What follows belongs to an exercise in optimizing a design on an open flow for small area and a short achievable clock period; a production flow would make more cautious choices.
No functional check of the RTL was part of this run.

--- flow/config.mk ---
export PLATFORM = sky130hd
export DESIGN_NAME = MAC_25
export DESIGN_NICKNAME = MAC_25
export VERILOG_FILES = /design/flow/design.v
export SDC_FILE = /design/flow/constraint.sdc
export NUM_CORES = 4
export LEC_CHECK = 0
export CAP_MARGIN = 20
export CORE_MARGIN = 2
export CORE_UTILIZATION = 40
export SETUP_SLACK_MARGIN = 2.5
export SLEW_MARGIN = 20
--- flow/constraint.sdc ---
create_clock -name core_clock -period 12.0 [get_ports {sys_clk}]
set_input_delay 2.4000 -clock core_clock [delete_from_list [all_inputs] [get_ports {sys_clk}]]
set_output_delay 2.4000 -clock core_clock [all_outputs]
set_load 0.01 [all_outputs]
--- flow/design.v ---
module MAC_25(
    input         sys_clk,
    input         sys_en,
    input         rst_n,
    input  [7:0]  data_in_a,
    input         sign_data_in_a,
    input  [7:0]  data_in_b,
    output [15:0] mul_output,
    output [24:0] mac_output
);
    wire [64:0] pp;
    wire [15:0] ra, rb, prod;
    wire [24:0] acc_next;
    reg  [24:0] acc;
    mac_pp u_pp(.data_in_a(data_in_a), .sign_data_in_a(sign_data_in_a), .data_in_b(data_in_b), .pp(pp));
    mac_tree u_tree(.pp(pp), .ra(ra), .rb(rb));
    mac_cpa u_cpa(.ra(ra), .rb(rb), .prod(prod));
    mac_acc u_acc(.sys_en(sys_en), .acc(acc), .prod(prod), .acc_next(acc_next));
    assign mul_output = prod;
    always @(posedge sys_clk or negedge rst_n) begin
        if (!rst_n)
            acc <= 25'd0;
        else
            acc <= acc_next;
    end
    assign mac_output = acc;
endmodule
module mac_pp(input [7:0] data_in_a, input sign_data_in_a, input [7:0] data_in_b, output [64:0] pp);
    wire [7:0] a = data_in_a;
    wire       t = sign_data_in_a;
    wire       bz = |data_in_b[6:0];
    wire [7:0] bp = {data_in_b[7] & bz, data_in_b[6:0]} ^ {8{t}};
    wire       sel1 = data_in_b[0];
    wire       sel2 = t & ~data_in_b[0];
    wire pp0_0 = (~sel1 | ~a[0]);
    wire pp0_1 = (~sel1 | ~a[1]) & (~sel2 | ~a[0]);
    wire pp0_2 = (~sel1 | ~a[2]) & (~sel2 | ~a[1]);
    wire pp0_3 = (~sel1 | ~a[3]) & (~sel2 | ~a[2]);
    wire pp0_4 = (~sel1 | ~a[4]) & (~sel2 | ~a[3]);
    wire pp0_5 = (~sel1 | ~a[5]) & (~sel2 | ~a[4]);
    wire pp0_6 = (~sel1 | ~a[6]) & (~sel2 | ~a[5]);
    wire pp0_7 = (~sel1 | ~a[7]) & (~sel2 | ~a[6]);
    wire pp0_8 = (~sel2 | ~a[7]);
    wire pp1_0 = ~a[0] | ~bp[1];
    wire pp1_1 = ~a[1] | ~bp[1];
    wire pp1_2 = ~a[2] | ~bp[1];
    wire pp1_3 = ~a[3] | ~bp[1];
    wire pp1_4 = ~a[4] | ~bp[1];
    wire pp1_5 = ~a[5] | ~bp[1];
    wire pp1_6 = ~a[6] | ~bp[1];
    wire pp1_7 = ~a[7] | ~bp[1];
    wire pp2_0 = ~a[0] | ~bp[2];
    wire pp2_1 = ~a[1] | ~bp[2];
    wire pp2_2 = ~a[2] | ~bp[2];
    wire pp2_3 = ~a[3] | ~bp[2];
    wire pp2_4 = ~a[4] | ~bp[2];
    wire pp2_5 = ~a[5] | ~bp[2];
    wire pp2_6 = ~a[6] | ~bp[2];
    wire pp2_7 = ~a[7] | ~bp[2];
    wire pp3_0 = ~a[0] | ~bp[3];
    wire pp3_1 = ~a[1] | ~bp[3];
    wire pp3_2 = ~a[2] | ~bp[3];
    wire pp3_3 = ~a[3] | ~bp[3];
    wire pp3_4 = ~a[4] | ~bp[3];
    wire pp3_5 = ~a[5] | ~bp[3];
    wire pp3_6 = ~a[6] | ~bp[3];
    wire pp3_7 = ~a[7] | ~bp[3];
    wire pp4_0 = ~a[0] | ~bp[4];
    wire pp4_1 = ~a[1] | ~bp[4];
    wire pp4_2 = ~a[2] | ~bp[4];
    wire pp4_3 = ~a[3] | ~bp[4];
    wire pp4_4 = ~a[4] | ~bp[4];
    wire pp4_5 = ~a[5] | ~bp[4];
    wire pp4_6 = ~a[6] | ~bp[4];
    wire pp4_7 = ~a[7] | ~bp[4];
    wire pp5_0 = ~a[0] | ~bp[5];
    wire pp5_1 = ~a[1] | ~bp[5];
    wire pp5_2 = ~a[2] | ~bp[5];
    wire pp5_3 = ~a[3] | ~bp[5];
    wire pp5_4 = ~a[4] | ~bp[5];
    wire pp5_5 = ~a[5] | ~bp[5];
    wire pp5_6 = ~a[6] | ~bp[5];
    wire pp5_7 = ~a[7] | ~bp[5];
    wire pp6_0 = ~a[0] | ~bp[6];
    wire pp6_1 = ~a[1] | ~bp[6];
    wire pp6_2 = ~a[2] | ~bp[6];
    wire pp6_3 = ~a[3] | ~bp[6];
    wire pp6_4 = ~a[4] | ~bp[6];
    wire pp6_5 = ~a[5] | ~bp[6];
    wire pp6_6 = ~a[6] | ~bp[6];
    wire pp6_7 = ~a[7] | ~bp[6];
    wire nbp7 = ~bp[7];
    wire pp7_0 = a[0] & bp[7];
    wire pp7_1 = a[1] & bp[7];
    wire pp7_2 = a[2] & bp[7];
    wire pp7_3 = a[3] & bp[7];
    wire pp7_4 = a[4] & bp[7];
    wire pp7_5 = a[5] & bp[7];
    wire pp7_6 = a[6] & bp[7];
    wire pp7_7 = a[7] & bp[7];
    assign pp = {pp7_7, pp7_6, pp6_7, pp7_5, pp6_6, pp5_7, pp7_4, pp6_5, pp5_6, pp4_7, pp7_3, pp6_4, pp5_5, pp4_6, pp3_7, pp7_2, pp6_3, pp5_4, pp4_5, pp3_6, pp2_7, pp7_1, pp6_2, pp5_3, pp4_4, pp3_5, pp2_6, pp1_7, pp0_8, pp7_0, pp6_1, pp5_2, pp4_3, pp3_4, pp2_5, pp1_6, pp0_7, pp6_0, pp5_1, pp4_2, pp3_3, pp2_4, pp1_5, pp0_6, pp5_0, pp4_1, pp3_2, pp2_3, pp1_4, pp0_5, pp4_0, pp3_1, pp2_2, pp1_3, pp0_4, pp3_0, pp2_1, pp1_2, pp0_3, pp2_0, pp1_1, pp0_2, pp1_0, pp0_1, pp0_0};
endmodule
module mac_tree(input [64:0] pp, output [15:0] ra, output [15:0] rb);
    wire pp0_0 = pp[0];
    wire pp0_1 = pp[1];
    wire pp1_0 = pp[2];
    wire pp0_2 = pp[3];
    wire pp1_1 = pp[4];
    wire pp2_0 = pp[5];
    wire pp0_3 = pp[6];
    wire pp1_2 = pp[7];
    wire pp2_1 = pp[8];
    wire pp3_0 = pp[9];
    wire pp0_4 = pp[10];
    wire pp1_3 = pp[11];
    wire pp2_2 = pp[12];
    wire pp3_1 = pp[13];
    wire pp4_0 = pp[14];
    wire pp0_5 = pp[15];
    wire pp1_4 = pp[16];
    wire pp2_3 = pp[17];
    wire pp3_2 = pp[18];
    wire pp4_1 = pp[19];
    wire pp5_0 = pp[20];
    wire pp0_6 = pp[21];
    wire pp1_5 = pp[22];
    wire pp2_4 = pp[23];
    wire pp3_3 = pp[24];
    wire pp4_2 = pp[25];
    wire pp5_1 = pp[26];
    wire pp6_0 = pp[27];
    wire pp0_7 = pp[28];
    wire pp1_6 = pp[29];
    wire pp2_5 = pp[30];
    wire pp3_4 = pp[31];
    wire pp4_3 = pp[32];
    wire pp5_2 = pp[33];
    wire pp6_1 = pp[34];
    wire pp7_0 = pp[35];
    wire pp0_8 = pp[36];
    wire pp1_7 = pp[37];
    wire pp2_6 = pp[38];
    wire pp3_5 = pp[39];
    wire pp4_4 = pp[40];
    wire pp5_3 = pp[41];
    wire pp6_2 = pp[42];
    wire pp7_1 = pp[43];
    wire pp2_7 = pp[44];
    wire pp3_6 = pp[45];
    wire pp4_5 = pp[46];
    wire pp5_4 = pp[47];
    wire pp6_3 = pp[48];
    wire pp7_2 = pp[49];
    wire pp3_7 = pp[50];
    wire pp4_6 = pp[51];
    wire pp5_5 = pp[52];
    wire pp6_4 = pp[53];
    wire pp7_3 = pp[54];
    wire pp4_7 = pp[55];
    wire pp5_6 = pp[56];
    wire pp6_5 = pp[57];
    wire pp7_4 = pp[58];
    wire pp5_7 = pp[59];
    wire pp6_6 = pp[60];
    wire pp7_5 = pp[61];
    wire pp6_7 = pp[62];
    wire pp7_6 = pp[63];
    wire pp7_7 = pp[64];
    wire s1 = pp0_2 ^ pp1_1 ^ pp2_0;
    wire c2 = (pp0_2 & pp1_1) | (pp0_2 & pp2_0) | (pp1_1 & pp2_0);
    wire s3 = pp0_3 ^ pp1_2 ^ pp2_1;
    wire c4 = (pp0_3 & pp1_2) | (pp0_3 & pp2_1) | (pp1_2 & pp2_1);
    wire s5 = pp3_0 ^ c2 ^ s3;
    wire c6 = (pp3_0 & c2) | (pp3_0 & s3) | (c2 & s3);
    wire s7 = pp0_4 ^ pp1_3 ^ pp2_2;
    wire c8 = (pp0_4 & pp1_3) | (pp0_4 & pp2_2) | (pp1_3 & pp2_2);
    wire s9 = pp3_1 ^ pp4_0 ^ c4;
    wire c10 = (pp3_1 & pp4_0) | (pp3_1 & c4) | (pp4_0 & c4);
    wire s11 = s7 ^ c6 ^ s9;
    wire c12 = (s7 & c6) | (s7 & s9) | (c6 & s9);
    wire s13 = pp0_5 ^ pp1_4 ^ pp2_3;
    wire c14 = (pp0_5 & pp1_4) | (pp0_5 & pp2_3) | (pp1_4 & pp2_3);
    wire s15 = pp3_2 ^ pp4_1 ^ pp5_0;
    wire c16 = (pp3_2 & pp4_1) | (pp3_2 & pp5_0) | (pp4_1 & pp5_0);
    wire s17 = c8 ^ s13 ^ s15;
    wire c18 = (c8 & s13) | (c8 & s15) | (s13 & s15);
    wire s19 = c10 ^ s17 ^ c12;
    wire c20 = (c10 & s17) | (c10 & c12) | (s17 & c12);
    wire s21 = pp0_6 ^ pp1_5 ^ pp2_4;
    wire c22 = (pp0_6 & pp1_5) | (pp0_6 & pp2_4) | (pp1_5 & pp2_4);
    wire s23 = pp3_3 ^ pp4_2 ^ pp5_1;
    wire c24 = (pp3_3 & pp4_2) | (pp3_3 & pp5_1) | (pp4_2 & pp5_1);
    wire s25 = pp6_0 ^ c14 ^ c16;
    wire c26 = (pp6_0 & c14) | (pp6_0 & c16) | (c14 & c16);
    wire s27 = s21 ^ s23 ^ c18;
    wire c28 = (s21 & s23) | (s21 & c18) | (s23 & c18);
    wire s29 = s25 ^ s27 ^ c20;
    wire c30 = (s25 & s27) | (s25 & c20) | (s27 & c20);
    wire s31 = 1'b0 ^ pp0_7 ^ pp1_6;
    wire c32 = (1'b0 & pp0_7) | (1'b0 & pp1_6) | (pp0_7 & pp1_6);
    wire s33 = pp2_5 ^ pp3_4 ^ pp4_3;
    wire c34 = (pp2_5 & pp3_4) | (pp2_5 & pp4_3) | (pp3_4 & pp4_3);
    wire s35 = pp5_2 ^ pp6_1 ^ c22;
    wire c36 = (pp5_2 & pp6_1) | (pp5_2 & c22) | (pp6_1 & c22);
    wire s37 = c24 ^ s31 ^ s33;
    wire c38 = (c24 & s31) | (c24 & s33) | (s31 & s33);
    wire s39 = c26 ^ pp7_0 ^ s35;
    wire c40 = (c26 & pp7_0) | (c26 & s35) | (pp7_0 & s35);
    wire s41 = s37 ^ c28 ^ s39;
    wire c42 = (s37 & c28) | (s37 & s39) | (c28 & s39);
    wire s43 = pp0_8 ^ pp1_7 ^ pp2_6;
    wire c44 = (pp0_8 & pp1_7) | (pp0_8 & pp2_6) | (pp1_7 & pp2_6);
    wire s45 = pp3_5 ^ pp4_4 ^ pp5_3;
    wire c46 = (pp3_5 & pp4_4) | (pp3_5 & pp5_3) | (pp4_4 & pp5_3);
    wire s47 = pp6_2 ^ c32 ^ c34;
    wire c48 = (pp6_2 & c32) | (pp6_2 & c34) | (c32 & c34);
    wire s49 = s43 ^ s45 ^ c36;
    wire c50 = (s43 & s45) | (s43 & c36) | (s45 & c36);
    wire s51 = c38 ^ pp7_1 ^ s47;
    wire c52 = (c38 & pp7_1) | (c38 & s47) | (pp7_1 & s47);
    wire s53 = c40 ^ s49 ^ s51;
    wire c54 = (c40 & s49) | (c40 & s51) | (s49 & s51);
    wire s55 = pp2_7 ^ pp3_6 ^ pp4_5;
    wire c56 = (pp2_7 & pp3_6) | (pp2_7 & pp4_5) | (pp3_6 & pp4_5);
    wire s57 = pp5_4 ^ pp6_3 ^ c44;
    wire c58 = (pp5_4 & pp6_3) | (pp5_4 & c44) | (pp6_3 & c44);
    wire s59 = c46 ^ s55 ^ c48;
    wire c60 = (c46 & s55) | (c46 & c48) | (s55 & c48);
    wire s61 = pp7_2 ^ s57 ^ c50;
    wire c62 = (pp7_2 & s57) | (pp7_2 & c50) | (s57 & c50);
    wire s63 = c52 ^ s59 ^ s61;
    wire c64 = (c52 & s59) | (c52 & s61) | (s59 & s61);
    wire s65 = pp3_7 ^ pp4_6 ^ pp5_5;
    wire c66 = (pp3_7 & pp4_6) | (pp3_7 & pp5_5) | (pp4_6 & pp5_5);
    wire s67 = pp6_4 ^ c56 ^ s65;
    wire c68 = (pp6_4 & c56) | (pp6_4 & s65) | (c56 & s65);
    wire s69 = c58 ^ pp7_3 ^ s67;
    wire c70 = (c58 & pp7_3) | (c58 & s67) | (pp7_3 & s67);
    wire s71 = c60 ^ s69 ^ c62;
    wire c72 = (c60 & s69) | (c60 & c62) | (s69 & c62);
    wire s73 = pp4_7 ^ pp5_6 ^ pp6_5;
    wire c74 = (pp4_7 & pp5_6) | (pp4_7 & pp6_5) | (pp5_6 & pp6_5);
    wire s75 = c66 ^ s73 ^ c68;
    wire c76 = (c66 & s73) | (c66 & c68) | (s73 & c68);
    wire s77 = pp7_4 ^ c70 ^ s75;
    wire c78 = (pp7_4 & c70) | (pp7_4 & s75) | (c70 & s75);
    wire s79 = pp5_7 ^ pp6_6 ^ c74;
    wire c80 = (pp5_7 & pp6_6) | (pp5_7 & c74) | (pp6_6 & c74);
    wire s81 = pp7_5 ^ s79 ^ c76;
    wire c82 = (pp7_5 & s79) | (pp7_5 & c76) | (s79 & c76);
    wire s83 = pp6_7 ^ c80 ^ pp7_6;
    wire c84 = (pp6_7 & c80) | (pp6_7 & pp7_6) | (c80 & pp7_6);
    assign ra = {1'b0, pp7_7, s83, c78, s77, c64, c54, c42, s41, s29, s19, s11, s5, s1, pp0_1, pp0_0};
    assign rb = {1'b1, c84, c82, s81, c72, s71, s63, s53, c30, 1'b1, 1'b1, 1'b1, 1'b1, 1'b1, pp1_0, 1'b1};
endmodule
module mac_cpa(input [15:0] ra, input [15:0] rb, output [15:0] prod);
    wire [15:0] g85 = ra & rb;
    wire [15:0] p86 = ra ^ rb;
    wire g87 = ra[0] | rb[0];
    wire G88 = g85[1] | (p86[1] & g87);
    wire G89 = g85[2] | (p86[2] & G88);
    wire G90 = g85[3] | (p86[3] & G89);
    wire G91 = g85[4] | (p86[4] & G90);
    wire G92 = g85[5] | (p86[5] & G91);
    wire G93 = g85[7] | (p86[7] & g85[6]);
    wire P94 = p86[7] & p86[6];
    wire G95 = g85[9] | (p86[9] & g85[8]);
    wire P96 = p86[9] & p86[8];
    wire G97 = g85[11] | (p86[11] & g85[10]);
    wire P98 = p86[11] & p86[10];
    wire G99 = g85[13] | (p86[13] & g85[12]);
    wire P100 = p86[13] & p86[12];
    wire G101 = g85[15] | (p86[15] & g85[14]);
    wire P102 = p86[15] & p86[14];
    wire G103 = g85[8] | (p86[8] & G93);
    wire P104 = p86[8] & P94;
    wire G105 = G95 | (P96 & G93);
    wire P106 = P96 & P94;
    wire G107 = g85[12] | (p86[12] & G97);
    wire P108 = p86[12] & P98;
    wire G109 = G99 | (P100 & G97);
    wire P110 = P100 & P98;
    wire G111 = g85[10] | (p86[10] & G105);
    wire P112 = p86[10] & P106;
    wire G113 = G97 | (P98 & G105);
    wire P114 = P98 & P106;
    wire G115 = G107 | (P108 & G105);
    wire P116 = P108 & P106;
    wire G117 = G109 | (P110 & G105);
    wire P118 = P110 & P106;
    wire G119 = g85[14] | (p86[14] & G117);
    wire P120 = p86[14] & P118;
    wire G121 = G101 | (P102 & G117);
    wire P122 = P102 & P118;
    wire G123 = g85[6] | (p86[6] & G92);
    wire G124 = G93 | (P94 & G92);
    wire G125 = G103 | (P104 & G92);
    wire G126 = G105 | (P106 & G92);
    wire G127 = G111 | (P112 & G92);
    wire G128 = G113 | (P114 & G92);
    wire G129 = G115 | (P116 & G92);
    wire G130 = G117 | (P118 & G92);
    wire G131 = G119 | (P120 & G92);
    wire G132 = G121 | (P122 & G92);
    assign prod = ~(p86 ^ {G131, G130, G129, G128, G127, G126, G125, G124, G123, G92, G91, G90, G89, G88, g87, 1'b1});
endmodule
module mac_acc(input sys_en, input [24:0] acc, input [15:0] prod, output [24:0] acc_next);
    wire [15:0] pg = prod & {16{sys_en}};
    wire cy16;
    wire [15:0] lo_sum;
    wire [15:0] g133 = acc[15:0] & pg;
    wire [15:0] p134 = acc[15:0] ^ pg;
    wire G135 = g133[1] | (p134[1] & g133[0]);
    wire G136 = g133[2] | (p134[2] & G135);
    wire G137 = g133[3] | (p134[3] & G136);
    wire G138 = g133[4] | (p134[4] & G137);
    wire G139 = g133[5] | (p134[5] & G138);
    wire G140 = g133[6] | (p134[6] & G139);
    wire G141 = g133[7] | (p134[7] & G140);
    wire G142 = g133[9] | (p134[9] & g133[8]);
    wire P143 = p134[9] & p134[8];
    wire G144 = g133[11] | (p134[11] & g133[10]);
    wire P145 = p134[11] & p134[10];
    wire G146 = g133[13] | (p134[13] & g133[12]);
    wire P147 = p134[13] & p134[12];
    wire G148 = g133[15] | (p134[15] & g133[14]);
    wire P149 = p134[15] & p134[14];
    wire G150 = g133[10] | (p134[10] & G142);
    wire P151 = p134[10] & P143;
    wire G152 = G144 | (P145 & G142);
    wire P153 = P145 & P143;
    wire G154 = g133[14] | (p134[14] & G146);
    wire P155 = p134[14] & P147;
    wire G156 = G148 | (P149 & G146);
    wire P157 = P149 & P147;
    wire G158 = g133[12] | (p134[12] & G152);
    wire P159 = p134[12] & P153;
    wire G160 = G146 | (P147 & G152);
    wire P161 = P147 & P153;
    wire G162 = G154 | (P155 & G152);
    wire P163 = P155 & P153;
    wire G164 = G156 | (P157 & G152);
    wire P165 = P157 & P153;
    wire G166 = g133[8] | (p134[8] & G141);
    wire G167 = G142 | (P143 & G141);
    wire G168 = G150 | (P151 & G141);
    wire G169 = G152 | (P153 & G141);
    wire G170 = G158 | (P159 & G141);
    wire G171 = G160 | (P161 & G141);
    wire G172 = G162 | (P163 & G141);
    wire G173 = G164 | (P165 & G141);
    assign lo_sum = p134 ^ {G172, G171, G170, G169, G168, G167, G166, G141, G140, G139, G138, G137, G136, G135, g133[0], 1'b0};
    assign cy16 = G173;
    assign acc_next[15:0] = lo_sum;
    wire inc = cy16 & ~pg[15];
    wire dec = pg[15] & ~cy16;
    wire [8:0] hi = acc[24:16];
    wire [8:0] ones, zeros;
    assign ones[0] = 1'b1;
    assign zeros[0] = 1'b1;
    assign ones[1] = ones[0] & hi[0];
    assign zeros[1] = zeros[0] & ~hi[0];
    assign ones[2] = ones[1] & hi[1];
    assign zeros[2] = zeros[1] & ~hi[1];
    assign ones[3] = ones[2] & hi[2];
    assign zeros[3] = zeros[2] & ~hi[2];
    assign ones[4] = ones[3] & hi[3];
    assign zeros[4] = zeros[3] & ~hi[3];
    assign ones[5] = ones[4] & hi[4];
    assign zeros[5] = zeros[4] & ~hi[4];
    assign ones[6] = ones[5] & hi[5];
    assign zeros[6] = zeros[5] & ~hi[5];
    assign ones[7] = ones[6] & hi[6];
    assign zeros[7] = zeros[6] & ~hi[6];
    assign ones[8] = ones[7] & hi[7];
    assign zeros[8] = zeros[7] & ~hi[7];
    assign acc_next[24:16] = hi ^ (({9{inc}} & ones) | ({9{dec}} & zeros));
endmodule
--- flow/flow/run.sh ---
#!/bin/bash
set -euo pipefail
sed 's/yosys synth -nofsm -noshare/yosys synth -nofsm -noshare -noabc/' synth_recipe.tcl > my_synth.tcl
bash standard.sh "SYNTH_SCRIPT=$PWD/my_synth.tcl" "BUFFER_PORTS_ARGS=-buffer_cell sky130_fd_sc_hd__buf_1" finish > standard.log 2>&1
--- flow/standard.sh ---
#!/bin/bash
# synth_recipe.tcl (not shown) runs the flow's synth.tcl, then flattens the netlist and writes it again
# the make line also repeats each setting of config.mk as NAME=value (left out here)
make -C /OpenROAD-flow-scripts/flow DESIGN_CONFIG=/design/flow/config.mk WORK_HOME=/design/flow/orfs CLKGATE_MAP_FILE= SYNTH_SCRIPT=/design/flow/synth_recipe.tcl "${@:-finish}"
==> results by group <==
Placement
  – HPWL Detailed: 5390 µm
  – Pre-CTS setup slack: 2.10 ns
  – Placer congestion estimate: 0.888
  – PortBufs: 60

Synth
  – Top cell type's share of synthesized area: 30.6%
  – Count leader, synth: nand2_1
  – Number of synthesized flops with an enable pin: 0
  – Syn. warnings: 1
  – Asr flop ratio synth: 100%
  – Main area contributors after synthesis: fa_1, dfrtp_1, ha_1, nand2_1, xnor2_1
  – Ys flop type: dfrtp_1
  – Synth top cells by count: nand2_1, fa_1, ha_1, dfrtp_1, xnor2_1
  – Area leader, netlist: fa_1
  – Post-synthesis area per instance: 9.96 µm²
  – Yosys cell types: 45
  – Count of state elements after synthesis: 25
  – Synth Net Count: 417
  – Seq/Total Area, Yosys: 19.5%
  – Mapped Cells: 322
  – Synthesized cell area: 3210 µm²

STA
  – Final Skew: 0.00237 ns
  – Post-route minimum period: 9.25 ns
  – Fin. Hold Viols: 0
  – Worst Max-Slew Pin Slew: 0.746 ns
  – Period utilisation layout: 77.1%
  – Fmax: 108 MHz
  – Unrepaired setup endpoints after global routing: false
  – Slew Viols, Final: 0
  – Slew HR: 50.1%
  – Final setup fails: 0
  – Post-route setup slack: 2.75 ns
  – Setup TNS: 0 ns

Route
  – Avg WL per Cell: 14.0 µm
  – Detailed-route via count: 2,398
  – Post-route DRC: 0
  – Post-DR vias/cell: 5.10
  – Final wirelength: 6560 µm
  – TritonRoute pass-1 iters: 4
  – ANT nets after route: 0
  – DRT iter0 DRCs: 106

Worst setup path
  – Critical Path RT: 9.60 ns
  – Crit start category: input pin
  – CP bufs+invs: 2
  – Critical path arrival: 6.85 ns
  – Slowest-stage cell, CP: xor2_1
  – Crit path max-delay family: adder cells
  – Crit path top cell by count: fa_1
  – Flop-to-flop setup slack: 6.03 ns
  – Crit Path Class: in2out
  – Crit-path max cell delay: 0.64 ns
  – CP endpoint kind: output pin
  – Critical Path Fanout Max: 15
  – Crit-path cells: clkbuf_4 > xor2_1 > nand2_1 > fa_1 > fa_1 > fa_1 > fa_1 > ha_1 > o21a_1 > nor2_1 > o311ai_1 > xnor2_1 > buf_1

Die
  – Die Wd: 93.5 µm
  – Num rows: 32
  – DIE AREA: 8750 µm²
  – Die height: 93.5 µm
  – Ports: 61
  – Initial core utilization: 41.3%
  – Core Area: 7770 µm²

Clock tree
  – CTS max path bufs: 2
  – CTS tree: yes
  – H-Tree Depth: 1
  – Root buffer cell: clkbuf_8
  – Worst-Skew Late Latency: 0.27 ns
  – CTS Sinks: 25
  – Hold Buf Count CTS: 0
  – Post-CTS Setup Bufs: 0
  – CTS Buf Count: 3
  – Reg clk slew, reported paths: 0.09 ns

Global routing
  – Vias in the first global route: 2,322
  – Aggregate global-route resource usage: 15.8%
  – Largest net degree at the start of global routing: 26
  – Congestion Overflow GR: 0
  – First-pass GRT wire length: 11,100 µm
  – Initial antenna violation count: 0

Job
  – MaxCap Viol Count: 0

Finish
  – # diodes: 0
  – Fraction of layout cells with a size suffix above 1: 5.98%
  – Top flop regs: acc (25)
  – Area grow syn2layout: 12.3%
  – Largest register by flop count: acc
  – Final net count: 464
  – Max FFs per register: 25

Outcome
  – Status: finished clean

Worst hold path
  – Class of the worst hold path: reg2reg
## cell type report
type / count / area [µm²]
well taps: 102 / 128
inverters: 10 / 37.5
clock inverters: 1 / 5.00
fillers: 805 / 4170
clock buffers: 3 / 41.3
flip-flops and latches: 25 / 626
multi-input cells: 268 / 2530
repair buffers: 61 / 236
## metal layers
metal	up-vias	global-route usage [%]	wire (µm)
met5	-	0	0
met4	0	2.78	57
met3	6	2.26	231
met2	47	23.7	3150
met1	1203	24.6	3130
li1	1142	-	-
## through the flow
| stage | area [µm²] | hold WS, ns | instances | utilization, % |
|---|---|---|---|---|
| 2_1_floorplan | 3210 | 0.508 | 322 | - |
| 3_3_place_gp | 3480 | 0.473 | 466 | 44.7 |
| 3_5_place_dp | 3480 | 0.473 | 466 | 44.7 |
| 4_1_cts | 3550 | 0.486 | 470 | 45.7 |
| 5_1_grt | 3600 | 0.517 | 470 | 46.4 |
| 6_report | 3600 | 0.484 | 470 | 46.4 |
## logic make-up after synthesis
group / after synthesis / share of synthesized area (%)
flip-flops: 25 / 19.5
AO/OA/AOI/OAI: 36 / 7.37
buffers and inverters: 29 / 4.02
AND/OR/NAND/NOR: 126 / 19.6
adder cells (fa/ha/maj): 75 / 40.7
multiplexers: 2 / 0.624
XOR/XNOR: 29 / 8.15
## final timing paths
kind,start,endpoint,cells after the start
setup / recovery,sign_data_in_a,mul_output[14],13
hold / removal,acc[24]$_DFF_PN0_,acc[24]$_DFF_PN0_,1
setup reg to reg,acc[0]$_DFF_PN0_,acc[24]$_DFF_PN0_,19
hold reg to reg,acc[24]$_DFF_PN0_,acc[24]$_DFF_PN0_,1
max in group asynchronous,rst_n,acc[17]$_DFF_PN0_,2
min in group asynchronous,rst_n,acc[24]$_DFF_PN0_,2
## worst register-to-register path: cells and delay by family (launching register included)
kind | cells | cell delay (ns)
mux | 1 | 0.12
simple gates | 4 | 1.00
compound gates | 4 | 0.84
xor+xnor | 1 | 0.13
flops | 1 | 0.39
fa+ha+maj | 9 | 3.42
## placed cells by master (no fill, tap or decap), types with 3 or more instances in the layout
cell type,n
xor2_2,4
xor2_1,5
o21ai_0,5
clkbuf_8,3
nand2_1,58
nor2b_1,11
and2_1,17
fa_1,49
nor2_1,16
a21oi_1,15
nand4_1,4
buf_1,59
nand3_1,6
dfrtp_1,25
ha_1,26
xnor2_1,18
inv_1,10
## repair_timing
action,4_1_cts,5_1_grt
endpoints found under the setup margin,6,7
resized for setup,4,7
cloned,0,0

static timing again, ports no longer ideal:
The results above use ideal ports. As a check the final layout listed here was re-extracted and re-timed, cells and wires unchanged. Step 1: set_driving_cell puts a clkbuf_16 on sys_clk and a buf_2 on each other input, an assumption about the parent block. Step 2 times the ports against the registers' clock, not the clock port: input delays grow and output delays shrink by t, the midpoint of the rising clock arrivals with the driver on. Three values: no drivers, after step 1, after step 2; two values: the first two.
shift t [ns]: 0.292
setup WS [ns]: 2.751 / 2.725 / 2.725
worst setup path after step 2: input to output
clock arrival spread, ns: 0.002 / 0.002
After both steps this run still meets setup and hold. For this run, drivers alone change the setup slack by -0.026 ns; drivers and shift together by -0.026 ns.
